From an optimization exercise on the open Yosys and OpenROAD flow, aimed at small area; shortcuts taken in it are not production practice.
Function was checked by simulation only, so behaviour that the tests miss may differ from the original.
No activity file was given, so power comes from the tool's default toggle rates.

`flow/run.sh`:
```
#!/bin/bash
# synth_recipe.tcl (not shown) runs the flow's synth.tcl, then flattens the netlist and writes it again
# the make line also repeats each setting of config.mk as NAME=value (left out here)
make -C /OpenROAD-flow-scripts/flow DESIGN_CONFIG=/design/flow/config.mk WORK_HOME=/design/flow/orfs CLKGATE_MAP_FILE= SYNTH_SCRIPT=/design/flow/synth_recipe.tcl finish
```
`flow/design.v`:
```
module uart_codec
    (    input 	btnl,  
    input 	clk,   
    input 	btnr,  
    input 	btnd,  
    input 	[15:0] sw,
    input	rxsd,rxck,
    output  reg txck,
    output  reg txsd,
    output	[6:0] seg,
    output  dp,
    output	[3:0] an,
    output 	reg [15:0] led
    );
wire rst = btnl;
reg [5:0] cnt;
wire tick_g = (cnt == 6'd0) & ~txck;    
wire tick_f = (cnt == 6'd1) & ~txck;    
wire tick_r = (cnt == 6'd1) &  txck;    
wire tick_l = (cnt == 6'd3) & ~txck;    
always @(posedge clk or posedge rst)
    if (rst) begin
        cnt <= 0; txck <= 0;
    end else if (cnt == 6'd49) begin
        cnt <= 0; txck <= ~txck;
    end else
        cnt <= cnt + 1'b1;
reg r0, r1, rkey; reg [4:0] rbc;
reg d0, d1, dkey; reg [4:0] dbc;
always @(posedge clk or posedge rst)
    if (rst) begin
        r0 <= 0; r1 <= 0; rbc <= 0; rkey <= 0;
        d0 <= 0; d1 <= 0; dbc <= 0; dkey <= 0;
    end else if (tick_f) begin
        r0 <= btnr; r1 <= r0;
        if (r0 ^ r1) rbc <= 0; else if (rbc != 5'd29) rbc <= rbc + 1'b1;
        if (rbc == 5'd29) rkey <= r1;
        d0 <= btnd; d1 <= d0;
        if (d0 ^ d1) dbc <= 0; else if (dbc != 5'd29) dbc <= dbc + 1'b1;
        if (dbc == 5'd29) dkey <= d1;
    end
reg k0, k1, lsel;
always @(posedge clk or posedge rst)
    if (rst) begin
        k0 <= 0; k1 <= 0; lsel <= 0;
    end else begin
        k0 <= dkey; k1 <= k0;
        if (k0 & ~k1) lsel <= ~lsel;
    end
assign seg = 7'b1111111;
assign dp  = 1'b0;
assign an  = {lsel, ~lsel, ~lsel, lsel};
reg st0, st1;
always @(posedge clk or posedge rst)
    if (rst) begin
        st0 <= 0; st1 <= 0;
    end else if (tick_f) begin
        st0 <= rkey; st1 <= st0;
    end
wire sten = st0 & ~st1;
reg [3:0] tb; reg [1:0] tby;
wire tld = (tb == 4'd5) | (tb == 4'd10);
always @(posedge clk or posedge rst)
    if (rst) begin
        tb <= 4'd15; tby <= 0;
    end else if (tick_r) begin
        if (sten) begin
            tb <= (tb == 4'd4) ? 4'd10 : 4'd0; tby <= 0;
        end else if (tb == 4'd10)
            tb <= 4'd1;
        else if (tb < 4'd9)
            tb <= tb + 1'b1;
        else if (tb == 4'd9) begin
            if (tby != 2'd3) begin
                tb <= 0; tby <= tby + 1'b1;
            end else
                tb <= 4'd15;
        end
    end
reg [3:0] tc;       
reg [3:0] tnib;
reg tnx;
wire [3:0] sw_nib = (tby == 2'd0) ? sw[15:12] : (tby == 2'd1) ? sw[11:8] :
                    (tby == 2'd2) ? sw[7:4] : sw[3:0];
wire       tlet = (tnib > 4'd9);
wire [3:0] tlo  = tlet ? (tnib - 4'd9) : tnib;
wire [7:0] tch  = {1'b0, tlet, ~tlet, ~tlet, tlo};
reg tbit;
always @* begin
    case (tc)
    4'd0: tbit = 1'b0;
    4'd1: tbit = tch[0];
    4'd2: tbit = tch[1];
    4'd3: tbit = tch[2];
    4'd4: tbit = tch[3];
    4'd5: tbit = tch[4];
    4'd6: tbit = tch[5];
    4'd7: tbit = tch[6];
    4'd8: tbit = tch[7];
    default: tbit = 1'b1;
    endcase
end
always @(posedge clk)
    if (tick_g) begin
        tnx <= tbit;
        if (tld) tnib <= sw_nib;
    end
always @(posedge clk or posedge rst)
    if (rst) begin
        tc <= 4'd9; txsd <= 1'b1;
    end else begin
        if (tick_f) txsd <= tnx;
        if (tick_r) begin
            if (tld) tc <= 0;
            else if (tc != 4'd9) tc <= tc + 1'b1;
        end
    end
reg rxc0, rxc1, rxsdi;
reg [3:0] rb;       
reg [3:0] rc;       
reg [7:0] pd;
reg rxen, rnpd;
reg rxv; reg [3:0] rxn;    
wire rrise = rxc0 & ~rxc1;
wire rfall = rxc1 & ~rxc0;
wire pd_dig = (pd[7:4] == 4'd3) & (pd[3:0] < 4'd10);
wire pd_let = (pd[7:4] == 4'd4) & (pd[3:0] > 4'd0) & (pd[3:0] < 4'd7);
always @(posedge clk or posedge rst)
    if (rst) begin
        rxc0 <= 0; rxc1 <= 0;
        rxsdi <= 1; rb <= 4'd10; rc <= 4'd10;
        rxen <= 0; rnpd <= 0; rxv <= 0;
    end else begin
        rxc0 <= rxck; rxc1 <= rxc0;
        if (rrise) begin
            rxsdi <= rxsd;
            if ((rb >= 4'd9) & ~rxsd) rb <= 0;
            else if (rb != 4'd10) rb <= rb + 1'b1;
            rxen <= (rc < 4'd10);
            rnpd <= (rc == 4'd3) | (rc == 4'd4);
            if (rc == 4'd0) rxv <= pd_dig | pd_let;
            else if (rc == 4'd10) rxv <= 1'b0;
        end
        if (rfall) begin
            if ((rb == 4'd9) & rxsd) rc <= 0;
            else if (rc != 4'd10) rc <= rc + 1'b1;
        end
    end
always @(posedge clk) begin
    if (rfall)
        case (rb)
        4'd1: pd[0] <= rxsdi;
        4'd2: pd[1] <= rxsdi;
        4'd3: pd[2] <= rxsdi;
        4'd4: pd[3] <= rxsdi;
        4'd5: pd[4] <= rxsdi;
        4'd6: pd[5] <= rxsdi;
        4'd7: pd[6] <= rxsdi;
        4'd8: pd[7] <= rxsdi;
        default: ;
        endcase
    if (rrise & (rc == 4'd0))
        rxn <= pd_let ? (pd[3:0] + 4'd9) : pd[3:0];
end
reg rx0, rx1, rn0, rn1, upd;
reg [2:0] rby;
reg v0, v1, v2;
reg [3:0] n0, n1, n2;
reg [3:0] nb0, nb1, nb2, nb3;
wire rnr = rn0 & ~rn1;
always @(posedge clk or posedge rst)
    if (rst) begin
        rx0 <= 0; rx1 <= 0; rn0 <= 0; rn1 <= 0; upd <= 0;
        rby <= 3'd7; v0 <= 0; v1 <= 0; v2 <= 0;
        nb0 <= 0; nb1 <= 0; nb2 <= 0; nb3 <= 0;
    end else begin
        rx0 <= rxen; rx1 <= rx0; rn0 <= rnpd; rn1 <= rn0;
        if (rx0 & ~rx1) rby <= 0;
        else if (rn1 & ~rn0) rby <= rby + 1'b1;
        else if (~rxen) rby <= 3'd7;
        if (rnr) begin
            if (rby == 3'd0) v0 <= rxv;
            if (rby == 3'd1) v1 <= rxv;
            if (rby == 3'd2) v2 <= rxv;
        end
        upd <= rnr & (rby == 3'd3);
        if (upd) begin
            if (v0) nb0 <= n0;
            if (v1) nb1 <= n1;
            if (v2) nb2 <= n2;
            if (rxv) nb3 <= rxn;
        end
    end
always @(posedge clk)
    if (rnr) begin
        if (rby == 3'd0) n0 <= rxn;
        if (rby == 3'd1) n1 <= rxn;
        if (rby == 3'd2) n2 <= rxn;
    end
always @(posedge clk or posedge rst)
    if (rst) led <= 0;
    else if (lsel) led <= {nb0, nb1, nb2, nb3};
    else led <= sw;
endmodule
```
`flow/constraint.sdc`:
```
create_clock -name core_clock -period 10.0 [get_ports {clk}]
set_input_delay 2.0000 -clock core_clock [delete_from_list [all_inputs] [get_ports {clk}]]
set_output_delay 2.0000 -clock core_clock [all_outputs]
set_load 0.01 [all_outputs]
```
`flow/config.mk`:
```
export PLATFORM = sky130hd
export DESIGN_NAME = uart_codec
export DESIGN_NICKNAME = uart_codec
export VERILOG_FILES = /design/flow/design.v
export SDC_FILE = /design/flow/constraint.sdc
export NUM_CORES = 4
export LEC_CHECK = 0
export CAP_MARGIN = 20
export CORE_MARGIN = 2
export CORE_UTILIZATION = 85
export PLACE_DENSITY = 0.9
export SLEW_MARGIN = 20
```
==> results by group, run 1 <==
Synthesis
  – Post-synthesis register bit count: 125
  – Synth top area share: 33.5%
  – Largest cells by area after synthesis: dfrtp_1 (34%), edfxtp_1 (14%), mux2_2 (7.3%)
  – Seq/Total Area, Yosys: 54.4%
  – Ys flop type: dfrtp_1
  – Avg Cell Area, Syn: 11.6 um2
  – Fraction of registers with async set/reset: 76.8%
  – EDFF count, synth: 29
  – Synth warnings: 1
  – Leading area contributor after synthesis: dfrtp_1
  – Cell Area, Synth: 6050 um2
  – Post-Syn Instances: 523
  – Distinct cell type count after synthesis: 65
  – Commonest cells in the netlist: dfrtp_1 (81), nand2_1 (43), mux2_2 (39), ha_1 (35), inv_1 (34)
  – Count leader, synth: dfrtp_1

Floorplan
  – Starting Density: 88.5%
  – Num ports: 52
  – Die height: 88.3 um
  – Core Rows: 30
  – Die W: 88.3 um

Run status
  – Status: stopped before the end
  – Fail Step: 3_3_place_gp
  – First Err: [ERROR GPL-0301] Utilization 100.683 % exceeds 100%.

Placement
  – IO Port Bufs: 43
## kinds of logic after synthesis
family / count (synthesis) / synth area share (%)
buffers and inverters: 58 / 4.37
adder cells (fa/ha/maj): 35 / 7.24
flip-flops: 125 / 54.4
AND/OR/NAND/NOR: 152 / 13.7
multiplexers: 49 / 8.98
AO/OA/AOI/OAI: 93 / 9.81
other: 2 / 0.124
XOR/XNOR: 9 / 1.30
==> run 2: changes to the inputs <==
--- a/flow/config.mk
+++ b/flow/config.mk
@@ -7,6 +7,6 @@
 export LEC_CHECK = 0
 export CAP_MARGIN = 20
 export CORE_MARGIN = 2
-export CORE_UTILIZATION = 85
-export PLACE_DENSITY = 0.9
+export CORE_UTILIZATION = 70
+export PLACE_DENSITY = 0.8
 export SLEW_MARGIN = 20
==> run 2 against run 1 <==
Net effect: now clean on timing, DRC and antenna; synthesized cell count stayed put; area after synthesis stayed put.
==> results by group, run 2 <==
Run status
  – Status: timing/DRC/antenna clean

Finish
  – Biggest register: led
  – Commonest cells after routing, fill and taps aside: dfrtp_1 (81), nand2_1 (43), clkdlybuf4s50_1 (43)
  – Antenna fix cells: 0
  – Leading cell type in the layout, fill and taps excluded: dfrtp_1
  – Layout cells sized above 1: 16.9%
  – Max reg flops: 16
  – Final Instance Area: 7120 um2
  – Layout Utilization: 85.8%
  – Top flop regs: led: 16 flops, pd: 8 flops, cnt: 6 flops
  – Nets: 625
  – Layout area overhead: 17.8%

Synthesis
  – Seq/Total Area, Yosys: 54.4%
  – Synth warnings: 1
  – Leading area contributor after synthesis: dfrtp_1
  – Count leader, synth: dfrtp_1
  – Fraction of registers with async set/reset: 76.8%
  – Synth Area in Compound Gates: 9.81%
  – Synth top area share: 33.5%
  – Avg Cell Area, Syn: 11.6 um2
  – Post-Syn Instances: 523
  – Simple-gate share of the synthesized area: 13.7%
  – Distinct cell type count after synthesis: 65
  – EDFF count, synth: 29
  – Ys flop type: dfrtp_1
  – Fraction of synthesized area in multiplexers: 8.98%
  – Synth Area in Adders: 7.24%
  – Commonest cells in the netlist: dfrtp_1 (81), nand2_1 (43), mux2_2 (39), ha_1 (35), inv_1 (34)
  – Main combinational cell family by area after synthesis: simple AND/OR/NAND/NOR gates
  – Cell Area, Synth: 6050 um2
  – Largest cells by area after synthesis: dfrtp_1 (34%), edfxtp_1 (14%), mux2_2 (7.3%)
  – Post-synthesis xor/xnor area fraction: 1.30%
  – Post-synthesis register bit count: 125

STA
  – Final Hold Vio Count: 0
  – Worst Tran Pin Value: 0.868 ns
  – Slew Viols, Final: 0
  – Final setup violation count: 0
  – Final worst-path cycle share: 41.8%
  – Minimum clock period: 4.18 ns
  – FMAX: 239 MHz
  – Slew margin rel.: 42.1%
  – RSZ-0062 raised after global routing: false
  – Final TNS setup: 0 ns
  – Worst Setup Slack, final: 5.82 ns
  – Clk_skew: 0.00579 ns

Placement
  – Pre-CTS setup slack: 6.34 ns
  – GPL Wtd Cong: 0.890
  – IO Port Bufs: 43
  – Post-DP HPWL: 7710 um
  – DP Area: 6510 um2

Detailed routing
  – Drt drc: 0
  – DR WL/cell: 17.0 um
  – Vias per inst: 5.99
  – Via count: 4,101
  – Post-DRT Antenna Nets: 0
  – DR pass1 iterations: 4
  – M1 WL: 4890 um
  – Final wirelength: 11,600 um
  – Total length of routed met2 wires: 5920 um
  – Top Metal Used: met4
  – DRT iter0 DRCs: 220
  – Met3 wire len: 478 um

GRT
  – Largest net degree at the start of global routing: 51
  – Grt ovf: 0
  – Antenna violations before repair: 0
  – First-pass GRT wire length: 19,900 um
  – Vias in the first global route: 4,276
  – All-layer global routing usage: 26.5%

Setup path
  – Worst Path Max Fanout: 19
  – R2r worst-path depth: 5
  – Flop-to-flop setup slack: 7.86 ns
  – Crit Path Category: reg2out
  – Worst Setup SP: lsel
  – Worst path arrival time: 2.18 ns
  – WP data required: 8.00 ns
  – FF-to-FF End: tby[0]
  – Crit path launch type: flip-flop
  – Crit path to: an[1]
  – Setup crit end kind: output pin
  – Origin of the critical flop-to-flop path: tb[0]

Floorplan
  – Num ports: 52
  – Die height: 96.9 um
  – Die W: 96.9 um
  – DIE AREA: 9400 um2
  – Starting Density: 72.8%
  – Core Rows: 33
  – Core footprint: 8300 um2

Power and ir drop
  – Leak: 0.00307 uW
  – Pwr dens: 192 nW/um2
  – Worst VDD drop: 144 uV

Job
  – Max_cap viols: 0

CTS
  – Hold_buf cts: 0
  – CTS clock-pin slew for the worst setup and hold paths: 0.06 ns
  – Resize count post-CTS: 0
  – Htree depth: 4
  – Number of CTS-inserted buffers: 17
  – Clk Latency, worst-skew pair: 0.51 ns
  – CTS tree: yes
  – Setup Fix Bufs, Post-CTS: 0
  – Root buf cell: clkbuf_8
  – CTS Sinks: 125
  – Max Root-Sink Buffers: 2

Hold path
  – Min-delay worst type: reg2reg
  – Hold Startpoint: k0
-- run 2: routing by layer --
metal / vias up / global-route usage, %
met5: - / 0
met4: 0 / 12.0
met3: 33 / 5.78
met2: 121 / 45.2
met1: 2011 / 32.4
li1: 1936 / -
-- run 2: worst min path at each step --
stage                     endpoint  slack (ns)  cells past startpoint
after floorplan                 k1        0.35                      0
after CTS                      rx1        0.37                      0
after global placement          k1        0.35                      0
after detailed placement       rn0        0.36                      0
final                           k1        0.37                      0
after global routing           rx1        0.39                      0
-- run 2: area by class of cell --
type	instances	area, um2
multi-input combinational	346	2520
clock inverter	12	158
timing repair buffer	44	438
clock buffer	19	453
inverter	34	129
fill	418	1180
sequential	125	3290
tap	105	131
-- run 2: metrics by stage --
step           hold WS (ns)  total power [uW]  instances
3_5_place_dp          0.364               747        654
3_3_place_gp          0.354               733        654
2_1_floorplan         0.347               699        529
5_1_grt               0.388              1420        685
4_1_cts               0.374              1380        685
6_report              0.374              1370        685
-- run 2: cells by family after synthesis --
logic type	Yosys count
simple gates	152
compound gates	93
other cells	2
flops	125
mux	49
xor+xnor	9
buf+inv	58
fa+ha+maj	35
-- run 2: power by group --
part           switching (uW)  leakage (uW)  internal [uW]
clock                     224      0.000301            402
sequential               40.2       0.00146            566
combinational            72.5       0.00131           64.8
-- run 2: worst max-delay path, cell delays in order, from the launching register on --
cell             delay (ns)
dfrtp_1                0.86
inv_1                  0.25
clkdlybuf4s50_1        0.55
==> run 3: changes to the inputs <==
--- a/flow/config.mk
+++ b/flow/config.mk
@@ -8,5 +8,8 @@
 export CAP_MARGIN = 20
 export CORE_MARGIN = 2
 export CORE_UTILIZATION = 70
+export CTS_BUF_LIST = sky130_fd_sc_hd__clkbuf_8
+export CTS_CLUSTER_DIAMETER = 300
+export CTS_CLUSTER_SIZE = 60
 export PLACE_DENSITY = 0.8
 export SLEW_MARGIN = 20
==> run 3 against run 2 <==
Net effect: largest power group is now registers; critical path type unchanged; register-to-register slack worse by 0.04 ns; clock power is 23% lower; clock skew is 0.0029 ns higher; count of clock-buffer cells in the layout is 1 lower; first-iteration DRC count is 5.9% lower; die area stayed put; final cell count stayed put; sequential cell count stayed put; power is 11% lower; design area is 2.5% lower; wire length is 3.8% lower; critical endpoint unchanged.
==> results by group, run 3 <==
Run status
  – Status: timing/DRC/antenna clean

GRT
  – Antenna violations before repair: 0
  – First-pass GRT wire length: 19,200 um
  – All-layer global routing usage: 25.6%
  – Vias in the first global route: 4,205
  – Grt ovf: 0
  – Largest net degree at the start of global routing: 51

Finish
  – Top flop regs: led: 16 flops, pd: 8 flops, cnt: 6 flops
  – Max reg flops: 16
  – Biggest register: led
  – # fillers: 456
  – Layout cells sized above 1: 16.9%
  – Commonest cells after routing, fill and taps aside: dfrtp_1 (81), nand2_1 (43), clkdlybuf4s50_1 (43)
  – Layout area overhead: 14.9%
  – Nets: 625
  – Non-Filler Instances: 685
  – Layout Utilization: 83.7%
  – Multi-input gate area: 2520 um2
  – Leading cell type in the layout, fill and taps excluded: dfrtp_1
  – Register area: 3290 um2
  – Antenna fix cells: 0

Power and ir drop
  – Leak: 0.00299 uW
  – Worst VDD drop: 127 uV
  – Pwr dens: 175 nW/um2

STA
  – Final Hold Vio Count: 0
  – Min Hold Slack: 0.375 ns
  – Slew margin rel.: 43.2%
  – FMAX: 248 MHz
  – Minimum clock period: 4.03 ns
  – Final worst-path cycle share: 40.3%
  – Clk_skew: 0.00873 ns
  – Final TNS setup: 0 ns
  – Final setup violation count: 0
  – Slew Viols, Final: 0
  – Worst Tran Pin Value: 0.851 ns
  – RSZ-0062 raised after global routing: false

Synthesis
  – Cell Area, Synth: 6050 um2
  – Synth top area share: 33.5%
  – Commonest cells in the netlist: dfrtp_1 (81), nand2_1 (43), mux2_2 (39), ha_1 (35), inv_1 (34)
  – Largest cells by area after synthesis: dfrtp_1 (34%), edfxtp_1 (14%), mux2_2 (7.3%)
  – Ys flop type: dfrtp_1
  – Seq/Total Area, Yosys: 54.4%
  – Count leader, synth: dfrtp_1
  – Simple-gate share of the synthesized area: 13.7%
  – Main combinational cell family by area after synthesis: simple AND/OR/NAND/NOR gates
  – Post-synthesis xor/xnor area fraction: 1.30%
  – Post-synthesis register bit count: 125
  – Distinct cell type count after synthesis: 65
  – Synth warnings: 1
  – Post-Syn Instances: 523
  – Synth Area in Adders: 7.24%
  – Fraction of registers with async set/reset: 76.8%
  – Fraction of synthesized area in multiplexers: 8.98%
  – Avg Cell Area, Syn: 11.6 um2
  – Synth Area in Compound Gates: 9.81%
  – EDFF count, synth: 29
  – Leading area contributor after synthesis: dfrtp_1

CTS
  – Setup Fix Bufs, Post-CTS: 0
  – CTS clock-pin slew for the worst setup and hold paths: 0.07 ns
  – Resize count post-CTS: 0
  – Number of CTS-inserted buffers: 17
  – CTS tree: yes
  – Root buf cell: clkbuf_8
  – Max Root-Sink Buffers: 2
  – Clk Latency, worst-skew pair: 0.43 ns
  – Htree depth: 4
  – Hold_buf cts: 0
  – CTS Sinks: 125

Placement
  – Post-DP HPWL: 7710 um
  – GPL Wtd Cong: 0.890
  – IO Port Bufs: 43
  – Placed Instances: 654

Detailed routing
  – DRT iter0 DRCs: 207
  – Vias per inst: 5.89
  – Via count: 4,038
  – DR WL/cell: 16.3 um
  – Final wirelength: 11,200 um
  – DR pass1 iterations: 5
  – Post-DRT Antenna Nets: 0
  – Drt drc: 0

Floorplan
  – Num ports: 52
  – Starting Density: 72.8%
  – Die W: 96.9 um
  – Core footprint: 8300 um2
  – DIE AREA: 9400 um2
  – Die height: 96.9 um
  – Core Rows: 33

Setup path
  – Crit path to: an[1]
  – Flop-to-flop setup slack: 7.82 ns
  – Worst path arrival time: 2.03 ns
  – R2r worst-path depth: 5
  – Crit Path Category: reg2out
  – Worst Setup SP: lsel
  – Origin of the critical flop-to-flop path: tb[0]
  – Crit path launch type: flip-flop
  – Setup crit end kind: output pin
  – Worst Path Max Fanout: 19
  – WP data required: 8.00 ns
  – FF-to-FF End: tby[1]

Hold path
  – Min-delay worst type: reg2reg
  – Hold Startpoint: rx0

Job
  – Max_cap viols: 0
run 3: cells by family (layout without fill, tap and decap cells):
logic type | after synthesis | in the layout
AOI/OAI and AO/OA | 93 | 93
muxes | 49 | 49
xor gates and xnor gates | 9 | 9
buffers and inverters | 58 | 109
adders and majority gates | 35 | 35
and+or+nand+nor | 152 | 152
DFF | 125 | 125
other | 2 | 8
run 3: layout make-up:
cell class | count | share of cell area [%]
clock buffer | 18 | 3.57
clock inverter | 13 | 2.70
inverter | 34 | 1.86
multi-input combinational | 346 | 36.3
sequential | 125 | 47.4
tap | 105 | 1.89
timing repair buffer | 44 | 6.31
run 3: worst min-delay path by stage:
stage	end	slack, ns	cells after the start
detailed placement	rn0	0.36	0
floorplan	k1	0.35	0
CTS	k1	0.38	0
finish	rx1	0.37	0
global placement	k1	0.35	0
global route	rx1	0.39	0
run 3: critical path, cell delays in order (launching register included):
cell	delay, ns
dfrtp_1	0.83
inv_1	0.24
clkdlybuf4s50_1	0.55
run 3: metrics by stage:
| stage | instance area, um2 | total power (uW) | setup slack (ns) |
|---|---|---|---|
| after floorplan | 6070 | 699 | 5.52 |
| after global placement | 6500 | 733 | 6.41 |
| after detailed placement | 6510 | 747 | 6.34 |
| after CTS | 6940 | 1220 | 5.96 |
| after global routing | 6940 | 1270 | 5.86 |
| final | 6940 | 1220 | 5.97 |
run 3: report_power, final:
| part | leakage [uW] | internal [uW] | switching (uW) |
|---|---|---|---|
| logic | 0.00131 | 64.0 | 69.1 |
| registers | 0.00146 | 565 | 38.0 |
| clock network | 0.000220 | 279 | 202 |
run 3: routing by layer:
layer	global-route usage [%]	up-vias	part of all wire, %
met2	43.1	116	50
met5	0	-	0
met1	31.5	1965	42
met4	11.1	0	2.8
met3	6.36	30	4.3
li1	-	1927	-
==> run 4: changes to the inputs <==
--- a/flow/config.mk
+++ b/flow/config.mk
@@ -8,8 +8,8 @@
 export CAP_MARGIN = 20
 export CORE_MARGIN = 2
 export CORE_UTILIZATION = 70
-export CTS_BUF_LIST = sky130_fd_sc_hd__clkbuf_8
-export CTS_CLUSTER_DIAMETER = 300
-export CTS_CLUSTER_SIZE = 60
+export CTS_BUF_LIST = sky130_fd_sc_hd__clkbuf_4
+export CTS_CLUSTER_DIAMETER = 150
+export CTS_CLUSTER_SIZE = 30
 export PLACE_DENSITY = 0.8
 export SLEW_MARGIN = 20
==> run 4 against run 3 <==
Net effect: register-to-register slack is essentially flat; critical endpoint unchanged; critical path depth unchanged; largest power group unchanged; non-clock buffer count is the same; still clean; largest cell class unchanged.
==> results by group, run 4 <==
Finish
  – Leading cell type in the layout, fill and taps excluded: dfrtp_1
  – Max reg flops: 16
  – Antenna fix cells: 0
  – Commonest cells after routing, fill and taps aside: dfrtp_1 (81), nand2_1 (43), clkdlybuf4s50_1 (43)
  – Layout area overhead: 12.9%
  – Layout cells sized above 1: 16.7%
  – Layout Utilization: 82.3%
  – Top flop regs: led: 16 flops, pd: 8 flops, cnt: 6 flops
  – # fillers: 498
  – Nets: 625
  – Biggest register: led

CTS
  – Number of CTS-inserted buffers: 17
  – Resize count post-CTS: 0
  – CTS clock-pin slew for the worst setup and hold paths: 0.11 ns
  – Max Root-Sink Buffers: 2
  – Htree depth: 4
  – Clk Latency, worst-skew pair: 0.51 ns
  – Hold_buf cts: 0
  – Root buf cell: clkbuf_4
  – Setup Fix Bufs, Post-CTS: 0
  – CTS tree: yes
  – CTS Sinks: 125

Power and ir drop
  – Leak: 0.00294 uW
  – Pwr dens: 165 nW/um2
  – Worst VDD drop: 128 uV

Synthesis
  – Cell Area, Synth: 6050 um2
  – Fraction of registers with async set/reset: 76.8%
  – Synth Area in Adders: 7.24%
  – EDFF count, synth: 29
  – Seq/Total Area, Yosys: 54.4%
  – Leading area contributor after synthesis: dfrtp_1
  – Distinct cell type count after synthesis: 65
  – Synth warnings: 1
  – Largest cells by area after synthesis: dfrtp_1 (34%), edfxtp_1 (14%), mux2_2 (7.3%)
  – Simple-gate share of the synthesized area: 13.7%
  – Main combinational cell family by area after synthesis: simple AND/OR/NAND/NOR gates
  – Synth Area in Compound Gates: 9.81%
  – Avg Cell Area, Syn: 11.6 um2
  – Post-synthesis register bit count: 125
  – Synth top area share: 33.5%
  – Ys flop type: dfrtp_1
  – Post-synthesis xor/xnor area fraction: 1.30%
  – Commonest cells in the netlist: dfrtp_1 (81), nand2_1 (43), mux2_2 (39), ha_1 (35), inv_1 (34)
  – Count leader, synth: dfrtp_1
  – Fraction of synthesized area in multiplexers: 8.98%
  – Post-Syn Instances: 523

Setup path
  – Worst-path cell chain: inv_1, clkdlybuf4s50_1
  – Crit path launch type: flip-flop
  – Crit Path Category: reg2out
  – Worst Path Max Fanout: 19
  – Origin of the critical flop-to-flop path: tb[0]
  – Worst Path Buf+Inv: 2
  – Flop-to-flop setup slack: 7.81 ns
  – Crit path max-delay cell type: dfrtp_1
  – Worst path arrival time: 2.12 ns
  – R2r worst-path depth: 5
  – FF-to-FF End: tby[1]
  – CP top delay family: flip-flops
  – Setup crit end kind: output pin
  – WP data required: 8.00 ns
  – CP peak stage delay: 0.83 ns

Detailed routing
  – DR WL/cell: 16.0 um
  – Drt drc: 0
  – Final wirelength: 10,900 um
  – DR pass1 iterations: 5
  – DRT iter0 DRCs: 205
  – Post-DRT Antenna Nets: 0
  – Vias per inst: 5.91
  – Via count: 4,049

Hold path
  – Min-delay worst type: reg2reg
  – Worst Hold Depth: 0
  – Min-Delay Endpoint: k1
  – Hold Startpoint: k0

Floorplan
  – Starting Density: 72.8%
  – Core Rows: 33
  – Die W: 96.9 um
  – Core footprint: 8300 um2
  – Num ports: 52
  – DIE AREA: 9400 um2
  – Die height: 96.9 um

STA
  – Final TNS setup: 0 ns
  – Slew Viols, Final: 0
  – RSZ-0062 raised after global routing: false
  – Slew margin rel.: 42.6%
  – Final Hold Vio Count: 0
  – Final worst-path cycle share: 41.2%
  – Worst Tran Pin Value: 0.860 ns
  – Final setup violation count: 0
  – Minimum clock period: 4.12 ns
  – Clk_skew: 0.0173 ns
  – FMAX: 243 MHz

GRT
  – Vias in the first global route: 4,108
  – All-layer global routing usage: 25.0%
  – Largest net degree at the start of global routing: 51
  – Grt ovf: 0
  – Antenna violations before repair: 0
  – First-pass GRT wire length: 18,900 um

Placement
  – Post-DP HPWL: 7710 um
  – GPL Wtd Cong: 0.890
  – IO Port Bufs: 43

Run status
  – Status: timing/DRC/antenna clean

Job
  – Max_cap viols: 0
==> run 4: cell counts after synthesis <==
No cell type changed its count.
==> run 4: per-stage QoR <==
stage	instance area [um2]	cells	power [uW]	worst slack, ns	hold WS, ns
floorplan	6070	529	699	5.52	0.347
global placement	6500	654	733	6.41	0.354
detailed placement	6510	654	747	6.34	0.364
CTS	6830	685	1130	5.82	0.377
global route	6830	685	1180	5.72	0.400
finish	6830	685	1130	5.88	0.367
==> run 4: cells by family after synthesis <==
kind of cell	after synthesis
and+or+nand+nor	152
DFF	125
AOI/OAI and AO/OA	93
buffers and inverters	58
muxes	49
adders and majority gates	35
xor gates and xnor gates	9
other	2
==> run 4: layout make-up <==
cell class | instances | area [um2] | share of cell area, %
well taps | 105 | 131 | 1.92
clock inverters | 14 | 191 | 2.80
flip-flops and latches | 125 | 3290 | 48.2
multi-input cells | 346 | 2520 | 36.9
inverters | 34 | 129 | 1.89
clock buffers | 17 | 128 | 1.87
repair buffers | 44 | 438 | 6.41
==> run 4: layer usage <==
metal | track usage [%] | routed length, um | vias to the layer above
met4 | 10.9 | 275 | 0
met2 | 40.8 | 5440 | 115
met5 | 0 | 0 | -
li1 | - | - | 1933
met1 | 32.1 | 4740 | 1972
met3 | 6.14 | 495 | 29
==> run 4: how the worst max path moves through the flow <==
stage	slack [ns]	from	cells past startpoint	endpoint
final	5.88	lsel	2	an[1]
after global routing	5.72	lsel	2	an[1]
after CTS	5.82	lsel	2	an[1]
after detailed placement	6.34	btnl	3	led[12]
after global placement	6.41	btnl	3	tc[1]
after floorplan	5.52	btnl	1	cnt[0]
==> run 4: power breakdown <==
| part | total (uW) | leakage [uW] | internal [uW] | switching (uW) |
|---|---|---|---|---|
| Clock | 390 | 0.000171 | 199 | 191 |
| Combinational | 135 | 0.00131 | 64.5 | 70.0 |
| Sequential | 603 | 0.00146 | 565 | 38.2 |
| Total | 1130 | 0.00294 | 828 | 299 |
==> run 4: worst register-to-register path, delay by kind of cell, from the launching register on <==
family	cells	cell delay, ns
simple gates	2	0.96
flops	1	0.60
fa+ha+maj	1	0.30
compound gates	1	0.17
buf+inv	1	0.09

==> what the ideal ports hide <==
The flow's constraints put no driver on any port. The routed layouts listed below were extracted and timed again, unchanged, in two steps. Step 1 assumes that a clkbuf_16 drives the clock port and a buf_2 every other input. Step 2 moves the port delays by t, midway between the first and last clock arrival at a register: inputs arrive t later, outputs are due t later. That takes back most of the time a late clock gives input paths. Three values: no drivers, after step 1, after step 2; two values: the first two.
| run | shift t [ns] | slack for setup (ns) | worst setup path after step 2 | cell pins on the clock port's net |
|---|---|---|---|---|
| run 2 | 0.544 | 5.824 / 5.791 / 6.335 | register to output | 1 |
| run 3 | 0.457 | 5.969 / 5.934 / 6.391 | register to output | 1 |
| run 4 | 0.536 | 5.877 / 5.847 / 6.384 | register to output | 1 |
After both steps setup and hold are still met in every run listed.
